What follows belongs to an exercise in optimizing a design on an open flow for small area, a short achievable clock period and few clock cycles per item; a production flow would make more cautious choices.
RTL that was checked went through simulation tests only; none was proved equivalent to the original.

Design vector_mul_simple, start of the top module:
module vector_mul_simple (
    input  logic               clk_i,
    input  logic               rst_ni,
    input  logic               in_valid_i,
    input  logic signed [31:0] in_a_i,
    input  logic signed [31:0] in_b_i,
    output logic               out_valid_o,
    output logic signed [63:0] out_result_o
);
  logic v1_q, v2_q, v3_q;
  always_ff @(posedge clk_i or negedge rst_ni) begin
    if (!rst_ni) begin
      v1_q <= 1'b0;
      v2_q <= 1'b0;
      v3_q <= 1'b0;
    end else begin
      v1_q <= in_valid_i;
      v2_q <= v1_q;
      v3_q <= v2_q;
    end
  end
  assign out_valid_o = v3_q;
  logic [15:0] n1, n2, neg, nneg;
  logic [31:0] b_q;
  always_ff @(posedge clk_i) b_q <= in_b_i;
  logic [15:0] n1_d, n2_d, neg_d;
  always_comb begin
    for (int i = 0; i < 16; i++) begin
      n1_d[i] = ~(in_a_i[2*i] ^ ((i == 0) ? 1'b0 : in_a_i[2*i-1]));
      n2_d[i] = ~((in_a_i[2*i+1] & ~in_a_i[2*i] & ~((i == 0) ? 1'b0 : in_a_i[2*i-1])) |
                 (~in_a_i[2*i+1] & in_a_i[2*i] & ((i == 0) ? 1'b0 : in_a_i[2*i-1])));
      neg_d[i] = in_a_i[2*i+1] & ~(in_a_i[2*i] & ((i == 0) ? 1'b0 : in_a_i[2*i-1]));
    end
  end
  always_ff @(posedge clk_i) begin
    n1 <= n1_d;
    n2 <= n2_d;
    neg <= neg_d;
  end
  assign nneg = ~neg;
  logic [31:0] nx0;
  assign nx0 = ~(b_q ^ {32{neg[0]}});
  logic [31:0] nx1;
  assign nx1 = ~(b_q ^ {32{neg[1]}});
  logic [31:0] nx2;
  assign nx2 = ~(b_q ^ {32{neg[2]}});
  logic [31:0] nx3;
  assign nx3 = ~(b_q ^ {32{neg[3]}});
  logic [31:0] nx4;
  assign nx4 = ~(b_q ^ {32{neg[4]}});
  logic [31:0] nx5;
  assign nx5 = ~(b_q ^ {32{neg[5]}});
  logic [31:0] nx6;
  assign nx6 = ~(b_q ^ {32{neg[6]}});
  ...
clock: 8.0 ns
lec_check: 0
cap_margin: 20
core_margin: 2
core_utilization: 40
setup_slack_margin: 4.5
slew_margin: 20
synth_hierarchical: 1
synth_minimum_keep_size: 0
run.sh (not shown) runs the stock make flow with config.mk's settings and CLKGATE_MAP_FILE= SYNTH_SCRIPT=/design/flow/synth_recipe.tcl, a recipe that flattens the netlist after the stock synthesis.
The baseline completed without violations.
Testbench counts at the start, summed over its fixed seeds: cycles 16,016, items 16,000.
Change:
==> flow/flow/run.sh (new file) <==
#!/bin/bash
# Layout flow: the standard ORFS flow (standard.sh, unchanged synthesis), except that
#  - the buffers placed on the input and output ports are sky130_fd_sc_hd__buf_2 instead of the
#    resizer's default pick (clkdlybuf4s50_1, twice the area and slow), and
#  - the buffers that abc put in the synthesized netlist are removed at floorplan, so that the
#    resizer buffers the design for the layout it actually has.
set -euo pipefail
export BUFFER_PORTS_ARGS="-buffer_cell sky130_fd_sc_hd__buf_2"
export REMOVE_ABC_BUFFERS=1
bash standard.sh > standard.log 2>&1
==> flow/standard.sh (new file) <==
#!/bin/bash
# synth_recipe.tcl (not shown) runs the flow's synth.tcl, then flattens the netlist and writes it again
# the make line also repeats each setting of config.mk as NAME=value (left out here)
make -C /OpenROAD-flow-scripts/flow DESIGN_CONFIG=/design/flow/config.mk WORK_HOME=/design/flow/orfs CLKGATE_MAP_FILE= SYNTH_SCRIPT=/design/flow/synth_recipe.tcl "${@:-finish}"
removed: flow/run.sh
Wire length grows by 2.7%.
Fmax falls by 1.1%.
Core utilization falls by 0.85 points.
Final area goes down by 1.9%.
Die area stays the same.
First-iteration DRC count went up by 3.0%.
Register-to-register slack is worse by 40 ps.
Change:
==> flow/flow/run.sh (replaced) <==
#!/bin/bash
# Layout flow: the standard ORFS flow (standard.sh, unchanged synthesis), except that the
# buffers placed on the input and output ports are sky130_fd_sc_hd__buf_2 instead of the
# resizer's default pick (clkdlybuf4s50_1, which is twice the area and slow).
set -euo pipefail
export BUFFER_PORTS_ARGS="-buffer_cell sky130_fd_sc_hd__buf_2"
bash standard.sh > standard.log 2>&1
Settings changed: CORE_UTILIZATION 40 to 55.
Cell count went down by 7.4%.
Core utilization went up by 15 points.
Final area went down by 1.9%.
Hold slack is about the same.
Flip-flop and latch count stays the same.
Count of clock-buffer cells in the layout went down by 3.
Change:
Settings changed: CORE_UTILIZATION 55 to 70.
What happened:
- The new run completed with no timing, DRC or antenna violations
- routed wire length fell by 1.8%
- cell count is lower by 4.1%
- design area stays flat
- synthesized cell count does not change
- non-clock buffer count rises by 23
- clock skew is lower by 8.1 ps
Change:
==> flow/run.sh (new file) <==
#!/bin/bash
# synth_recipe.tcl (not shown) runs the flow's synth.tcl, then flattens the netlist and writes it again
# the make line also repeats each setting of config.mk as NAME=value (left out here)
make -C /OpenROAD-flow-scripts/flow DESIGN_CONFIG=/design/flow/config.mk WORK_HOME=/design/flow/orfs CLKGATE_MAP_FILE= SYNTH_SCRIPT=/design/flow/synth_recipe.tcl finish
Settings changed: CORE_UTILIZATION 70 to 40, CTS_BUF_LIST from default to sky130_fd_sc_hd__clkbuf_8, CTS_CLUSTER_SIZE from default to 30, SETUP_SLACK_MARGIN 4.5 to 4.8.
removed: flow/flow/run.sh
removed: flow/standard.sh
Routed wire length climbs by roughly a tenth; worst setup slack gains 230 ps; flip-flop and latch count is unchanged; global-route usage drops by 17 points; clock skew climbs by 34 ps; utilization drops by 27 points; count of clock-buffer cells in the layout climbs by 21; final area climbs by roughly a tenth.
Change:
Settings changed: SETUP_SLACK_MARGIN 4.8 to 4.5.
Setup slack degrades by 180 ps.
Hold slack stays the same.
Final area went down by a few percent.
Die area is unchanged.

========
build 95:
vector_mul_simple, a different RTL version from the one above (not shown whole).
Size in the first run: about 2,800 cells after synthesis, ~560 flip-flops, ~130 I/O pins, roughly 35,000 sq um of cells after synthesis.
==> flow/config.mk <==
export PLATFORM = sky130hd
export DESIGN_NAME = vector_mul_simple
export DESIGN_NICKNAME = vector_mul_simple
export VERILOG_FILES = /design/flow/design.v
export SDC_FILE = /design/flow/constraint.sdc
export NUM_CORES = 4
export LEC_CHECK = 0
export CAP_MARGIN = 20
export CORE_MARGIN = 2
export CORE_UTILIZATION = 55
export SETUP_SLACK_MARGIN = 5
export SLEW_MARGIN = 20
export SYNTH_HIERARCHICAL = 1
export SYNTH_MINIMUM_KEEP_SIZE = 0
==> flow/constraint.sdc <==
create_clock -name core_clock -period 8.0 [get_ports {clk_i}]
set_input_delay 1.6000 -clock core_clock [delete_from_list [all_inputs] [get_ports {clk_i}]]
set_output_delay 1.6000 -clock core_clock [all_outputs]
set_load 0.01 [all_outputs]
standard.sh (not shown) runs the stock make flow with config.mk's settings and CLKGATE_MAP_FILE= SYNTH_SCRIPT=/design/flow/synth_recipe.tcl, a recipe that flattens the netlist after the stock synthesis.
==> flow/flow/run.sh <==
#!/bin/bash
# Layout flow: the standard ORFS flow (standard.sh, unchanged synthesis), except that the
# buffers placed on the input and output ports are sky130_fd_sc_hd__buf_2 instead of the
# resizer's default pick (clkdlybuf4s50_1, which is twice the area and slow).
set -euo pipefail
export BUFFER_PORTS_ARGS="-buffer_cell sky130_fd_sc_hd__buf_2"
bash standard.sh > standard.log 2>&1
Having completed the whole flow, build 95 delivered a layout that passed the timing, DRC and antenna checks.
Testbench counts of build 95, summed over its fixed seeds: cycles 16,024, items 16,000.
> inputs changed (build 95 -> build 45)
- a deleted SETUP_SLACK_MARGIN that had been 5
- an added CTS_CLUSTER_DIAMETER of 80
- an added CTS_BUF_LIST of sky130_fd_sc_hd__clkbuf_16 sky130_fd_sc_hd__clkbuf_8
- an added CTS_CLUSTER_SIZE of 30
==> flow/flow/run.sh <==
#!/bin/bash
# Layout flow: the standard ORFS flow (standard.sh, unchanged synthesis), except that
#  - the buffers placed on the input and output ports are sky130_fd_sc_hd__buf_1 instead of the
#    resizer's default pick (clkdlybuf4s50_1, nearly three times the area and slow),
#  - flow/downsize.tcl, run when the synthesized netlist is loaded into OpenROAD, starts the
#    a21oi cells that abc sized _2 at _1 (the resizer upsizes those that timing needs).
set -euo pipefail
export BUFFER_PORTS_ARGS="-buffer_cell sky130_fd_sc_hd__buf_1"
export SETUP_SLACK_MARGIN=5.3
export POST_SYNTH_TCL="$PWD/flow/downsize.tcl"
bash standard.sh > standard.log 2>&1
==> flow/flow/downsize.tcl (new file) <==
# Sourced by ORFS's synth_odb step (POST_SYNTH_TCL) with the synthesized netlist loaded:
# abc maps the prefix adder's AOI cells to a21oi_2; start them at a21oi_1 and let the
# resizer upsize the ones that timing needs.
set db [ord::get_db]
set small [$db findMaster sky130_fd_sc_hd__a21oi_1]
set n 0
foreach inst [[ord::get_db_block] getInsts] {
  if {[[$inst getMaster] getName] eq "sky130_fd_sc_hd__a21oi_2"} {
    $inst swapMaster $small
    incr n
  }
}
puts "downsize.tcl: a21oi_2 -> a21oi_1 on $n instances"
Against build 95, build 45 reports a endpoint arrival time on the critical path that is lower. Relative to build 95, build 45 improves final standard cell area without fillers. Die footprint delta (build 45 − build 95): favourable. Relative to build 95, build 45 improves register-to-register slack. Higher total standard cell area after synthesis goes to build 95 over build 45. Looking at overall routing resource usage, build 45 sits above build 95. Per-cell routed wire length, build 45 and build 95, lower one = build 95. Build 45 ends up with a number of antenna cells inserted that is 1 lower than in build 95. On non-clock buffer count, the higher figure sits with build 95, not build 45.
Changes in build 63 relative to build 45:
- a deleted CTS_BUF_LIST that had been sky130_fd_sc_hd__clkbuf_16 sky130_fd_sc_hd__clkbuf_8
- a deleted CTS_CLUSTER_DIAMETER that had been 80
- a deleted CTS_CLUSTER_SIZE that had been 30
==> flow/flow/run.sh <==
#!/bin/bash
# Layout flow: the standard ORFS flow (standard.sh, unchanged synthesis), except that
#  - the buffers placed on the input and output ports are sky130_fd_sc_hd__buf_2 instead of the
#    resizer's default pick (clkdlybuf4s50_1, twice the area and slow), and
set -euo pipefail
export BUFFER_PORTS_ARGS="-buffer_cell sky130_fd_sc_hd__buf_2"
export SETUP_SLACK_MARGIN=5.3
bash standard.sh > standard.log 2>&1
removed: flow/flow/downsize.tcl
==> comparison <==
- Diff build 45 -> build 63: count of instances resized after the clock tree is built now sits higher; transition time at the pin with the least slew margin shrank by 0.081 ns; violation count after the first detailed-routing iteration went down by 29; length in cells of the worst reg-to-reg path rose by 1.

========
## job 101
vector_mul_simple again, from the RTL that the note above started with.
Settings: LEC_CHECK=0, CAP_MARGIN=20, CORE_MARGIN=2, CORE_UTILIZATION=55, CTS_BUF_LIST=sky130_fd_sc_hd__clkbuf_16 sky130_fd_sc_hd__clkbuf_8, CTS_CLUSTER_DIAMETER=80, CTS_CLUSTER_SIZE=30, SLEW_MARGIN=20, SYNTH_HIERARCHICAL=1, SYNTH_MINIMUM_KEEP_SIZE=0; clock period 8.0 ns.
==> flow/flow/run.sh <==
#!/bin/bash
# Layout flow: the standard ORFS flow (standard.sh, unchanged synthesis), except that
#  - the buffers placed on the input and output ports are sky130_fd_sc_hd__buf_2 instead of the
#    resizer's default pick (clkdlybuf4s50_1, twice the area and slow), and
set -euo pipefail
export BUFFER_PORTS_ARGS="-buffer_cell sky130_fd_sc_hd__buf_2"
export SETUP_SLACK_MARGIN=5.3
bash standard.sh > standard.log 2>&1
Testbench counts of job 101, summed over its fixed seeds: cycles 16,024, items 16,000.
#### Input delta (job 102 over job 101)
- CTS_BUF_LIST: sky130_fd_sc_hd__clkbuf_16 sky130_fd_sc_hd__clkbuf_8 -> unset
- CTS_CLUSTER_DIAMETER: 80 -> unset
- CTS_CLUSTER_SIZE: 30 -> unset
==> flow/flow/run.sh <==
#!/bin/bash
# Layout flow: the standard ORFS flow (standard.sh, unchanged synthesis), except that the
# buffers placed on the input and output ports are sky130_fd_sc_hd__buf_2 instead of the
# resizer's default pick (clkdlybuf4s50_1, which is twice the area and slow).
set -euo pipefail
export BUFFER_PORTS_ARGS="-buffer_cell sky130_fd_sc_hd__buf_2"
bash standard.sh > standard.log 2>&1
Going from job 101 to job 102, utilization saw an increase; logic depth of the worst path, buffers included increased 8; wire length of the first global-routing pass went up about 0.5%; sequential share of layout area shrank by 0.69 points; final standard cell area without fillers now sits higher.
Looking at global-route usage, job 102 sits 0.21 points above job 101.
The worst setup slack of job 102 was inferior to that of job 101.
As far as number of failing setup endpoints in the final timing report goes, job 102 and job 101 are indistinguishable; the numbers are identical.
### job 102 -> job 103
- setting CTS_CLUSTER_SIZE to 30 for the first time
- changing CORE_UTILIZATION from 55 to 65
- setting CTS_CLUSTER_DIAMETER to 80 for the first time
- setting CTS_BUF_LIST to sky130_fd_sc_hd__clkbuf_16 sky130_fd_sc_hd__clkbuf_8 for the first time
==> flow/flow/run.sh <==
#!/bin/bash
# Layout flow: the standard ORFS flow (standard.sh, unchanged synthesis), except that
#  - the buffers placed on the input and output ports are sky130_fd_sc_hd__buf_2 instead of the
#    resizer's default pick (clkdlybuf4s50_1, twice the area and slow),
#  - flow/downsize.tcl, run when the synthesized netlist is loaded into OpenROAD, starts the
#    a21oi cells that abc sized _2 at _1 (the resizer upsizes those that timing needs).
set -euo pipefail
export BUFFER_PORTS_ARGS="-buffer_cell sky130_fd_sc_hd__buf_2"
export SETUP_SLACK_MARGIN=5.3
export POST_SYNTH_TCL="$PWD/flow/downsize.tcl"
bash standard.sh > standard.log 2>&1
==> flow/flow/downsize.tcl (new file) <==
# Sourced by ORFS's synth_odb step (POST_SYNTH_TCL) with the synthesized netlist loaded:
# abc maps the prefix adder's AOI cells to a21oi_2; start them at a21oi_1 and let the
# resizer upsize the ones that timing needs.
set db [ord::get_db]
set small [$db findMaster sky130_fd_sc_hd__a21oi_1]
set n 0
foreach inst [[ord::get_db_block] getInsts] {
  if {[[$inst getMaster] getName] eq "sky130_fd_sc_hd__a21oi_2"} {
    $inst swapMaster $small
    incr n
  }
}
puts "downsize.tcl: a21oi_2 -> a21oi_1 on $n instances"
--- outcome ---
Die area: job 103 better than job 102. Summary of job 103 over job 102: overall routed net length lost 3.0%, global-route total usage across every layer picked up an extra 5.7 points. Job 102 reports its classification of the worst setup path as flip-flop to flip-flop while job 103 reports flip-flop to output port. Job 103 ended with every stage complete and zero timing, DRC or antenna violations. Run comparison: job 103 layer with the highest usage met2; job 102 layer with the highest usage met1.

========
Another version of the RTL of vector_mul_simple (not shown whole).
Size: about 370 flip-flops, ~130 I/O pins, ~0.033 mm2 of cells after synthesis.
make LEC_CHECK=0 CAP_MARGIN=20 CORE_MARGIN=2 CORE_UTILIZATION=40 SETUP_SLACK_MARGIN=5 SLEW_MARGIN=20 finish   # period 8.0 ns
run.sh (not shown) runs the stock make flow with config.mk's settings and CLKGATE_MAP_FILE= SYNTH_SCRIPT=/design/flow/synth_recipe.tcl, a recipe that flattens the netlist after the stock synthesis.
Stock flow here: none of the scripts above is used.
Then changed:
--- a/flow/config.mk
+++ b/flow/config.mk
@@ -11 +10,0 @@
-export SETUP_SLACK_MARGIN = 5
=>
- The new run completed with no timing, DRC or antenna violations
- area after synthesis stays the same
- global-route usage came out lower by 2.3 points
- sequential share of layout area rises by 2.8 points
- die area does not change
Function was not checked in any run of this note: the RTL went through the layout flow alone.

========
Another version of the RTL of vector_mul_simple (not shown whole).
Size in the first run: ~2700 cells after synthesis, roughly 310 flip-flops, roughly 130 I/O pins, about 0.029 mm^2 of cells after synthesis.
## vector_mul_simple
module vector_mul_simple (
    input  logic               clk_i,
    input  logic               rst_ni,
    input  logic               in_valid_i,
    input  logic signed [31:0] in_a_i,
    input  logic signed [31:0] in_b_i,
    output logic               out_valid_o,
    output logic signed [63:0] out_result_o
);
  logic v1_q, v2_q, v3_q;
  always_ff @(posedge clk_i or negedge rst_ni) begin
    if (!rst_ni) begin
      v1_q <= 1'b0;
      v2_q <= 1'b0;
      v3_q <= 1'b0;
    end else begin
      v1_q <= in_valid_i;
      v2_q <= v1_q;
      v3_q <= v2_q;
    end
  end
  assign out_valid_o = v3_q;
  logic [15:0] n1, n2, neg, nneg;
  logic [31:0] b_q;
  always_ff @(posedge clk_i) b_q <= in_b_i;
  logic [15:0] n1_d, n2_d, neg_d;
  always_comb begin
    for (int i = 0; i < 16; i++) begin
      n1_d[i] = ~(in_a_i[2*i] ^ ((i == 0) ? 1'b0 : in_a_i[2*i-1]));
      n2_d[i] = ~((in_a_i[2*i+1] & ~in_a_i[2*i] & ~((i == 0) ? 1'b0 : in_a_i[2*i-1])) |
                 (~in_a_i[2*i+1] & in_a_i[2*i] & ((i == 0) ? 1'b0 : in_a_i[2*i-1])));
      neg_d[i] = in_a_i[2*i+1] & ~(in_a_i[2*i] & ((i == 0) ? 1'b0 : in_a_i[2*i-1]));
    end
  end
  always_ff @(posedge clk_i) begin
    n1 <= n1_d;
    n2 <= n2_d;
    neg <= neg_d;
  end
  assign nneg = ~neg;
  logic [31:0] nx0;
  assign nx0 = ~(b_q ^ {32{neg[0]}});
  logic [31:0] nx1;
  assign nx1 = ~(b_q ^ {32{neg[1]}});
  logic [31:0] nx2;
  assign nx2 = ~(b_q ^ {32{neg[2]}});
  logic [31:0] nx3;
  assign nx3 = ~(b_q ^ {32{neg[3]}});
  logic [31:0] nx4;
  assign nx4 = ~(b_q ^ {32{neg[4]}});
  logic [31:0] nx5;
  assign nx5 = ~(b_q ^ {32{neg[5]}});
  logic [31:0] nx6;
  assign nx6 = ~(b_q ^ {32{neg[6]}});
  logic [31:0] nx7;
  assign nx7 = ~(b_q ^ {32{neg[7]}});
  logic [31:0] nx8;
  assign nx8 = ~(b_q ^ {32{neg[8]}});
  logic [31:0] nx9;
  assign nx9 = ~(b_q ^ {32{neg[9]}});
  logic [31:0] nx10;
  assign nx10 = ~(b_q ^ {32{neg[10]}});
  logic [31:0] nx11;
  assign nx11 = ~(b_q ^ {32{neg[11]}});
  logic [31:0] nx12;
  assign nx12 = ~(b_q ^ {32{neg[12]}});
  logic [31:0] nx13;
  assign nx13 = ~(b_q ^ {32{neg[13]}});
  logic [31:0] nx14;
  assign nx14 = ~(b_q ^ {32{neg[14]}});
  logic [31:0] nx15;
  assign nx15 = ~(b_q ^ {32{neg[15]}});
  logic p1;
  logic p2;
  logic p3;
  logic p4;
  logic p5;
  logic p6;
  logic p7;
  logic p8;
  logic p9;
  logic p10;
  logic p11;
  logic p12;
  logic p13;
  logic p14;
  ...
export LEC_CHECK = 0
export CAP_MARGIN = 20
export CORE_MARGIN = 2
export CORE_UTILIZATION = 40
export SLEW_MARGIN = 20
export SYNTH_HIERARCHICAL = 1
export SYNTH_MINIMUM_KEEP_SIZE = 0
create_clock -name core_clock -period 8.0 [get_ports {clk_i}]
The baseline produced a clean layout.
Testbench counts at the start, summed over its fixed seeds: cycles 16,016, items 16,000.
Edit:
SETUP_SLACK_MARGIN = 4.3   (was unset)
What happened: The changed run produced a clean layout; area after synthesis stays the same; flip-flop and latch count does not change; cell count hardly moves; sequential share of layout area barely changes.
Edit:
SETUP_SLACK_MARGIN = 4.7   (was 4.3)
After rerunning:
- The changed run completed with no timing, DRC or antenna violations
- synthesized area does not change
- routed wire length rises by 4.3%
- critical path depth stays the same
- register-to-register slack gains 0.16 ns
- cell area rises by 4.8%
- global-route usage rises by 0.78 points
- first-iteration DRC count rises by 14%
- sequential share of layout area falls by 0.70 points
- clock skew falls by 0.027 ns

port drivers added, routing unchanged:
No port has a modelled driver above. Below, the same layouts with a new extraction and two added sets of constraints.
Step 1 (the two cells are an assumption about what drives the block):
set clk [get_ports {clk_i}]
set_driving_cell -lib_cell sky130_fd_sc_hd__clkbuf_16 $clk
set_driving_cell -lib_cell sky130_fd_sc_hd__buf_2 [delete_from_list [all_inputs] $clk]
Step 2 also shifts input and output timing later by t, the mid clock arrival at the registers, as if the neighbouring blocks saw the same clock.
Three values: ideal ports, drivers, drivers and shift; two values: the first two.
run	t (ns)	slack for setup (ns)	worst hold slack (ns)	worst setup path at the end	clock arrival spread, ns
the first run of note 1	0.645	4.529 / 4.529 / 4.529	0.349 / 0.349 / 0.349	register to register	0.043 / 0.042
the second run of note 1	0.613	4.490 / 4.490 / 4.490	0.346 / 0.346 / 0.346	register to register	0.020 / 0.021
the third run of note 1	0.627	4.552 / 4.552 / 4.552	0.348 / 0.348 / 0.348	register to register	0.024 / 0.024
the fourth run of note 1	0.613	4.491 / 4.491 / 4.491	0.360 / 0.360 / 0.360	register to register	0.017 / 0.017
the fifth run of note 1	0.746	4.717 / 4.717 / 4.717	0.349 / 0.349 / 0.349	register to register	0.052 / 0.053
the sixth run of note 1	0.737	4.533 / 4.533 / 4.533	0.349 / 0.349 / 0.349	register to register	0.046 / 0.046
build 95	0.697	5.200 / 5.135 / 5.242	0.322 / 0.322 / 0.322	register to register	0.031 / 0.032
build 45	0.648	5.314 / 5.249 / 5.324	0.337 / 0.337 / 0.337	register to register	0.032 / 0.032
build 63	0.697	5.256 / 5.192 / 5.353	0.322 / 0.322 / 0.322	register to register	0.031 / 0.031
job 101	0.715	5.215 / 5.152 / 5.377	0.323 / 0.323 / 0.323	register to register	0.038 / 0.038
job 102	0.699	5.088 / 5.088 / 5.088	0.323 / 0.323 / 0.323	register to register	0.034 / 0.034
job 103	0.700	5.262 / 5.199 / 5.298	0.338 / 0.338 / 0.338	register to register	0.028 / 0.029
the first run of note 4	0.646	3.785 / 3.785 / 3.785	0.350 / 0.350 / 0.350	register to register	0.029 / 0.030
the second run of note 4	0.641	2.924 / 2.924 / 2.924	0.349 / 0.349 / 0.349	register to register	0.033 / 0.033
the first run of note 5	0.626	3.877 / 3.877 / 3.877	0.351 / 0.351 / 0.351	register to register	0.052 / 0.052
the second run of note 5	0.625	4.403 / 4.403 / 4.403	0.352 / 0.352 / 0.352	register to register	0.049 / 0.049
the third run of note 5	0.627	4.559 / 4.559 / 4.559	0.357 / 0.357 / 0.357	register to register	0.021 / 0.021
After both steps setup and hold are still met in every run listed.
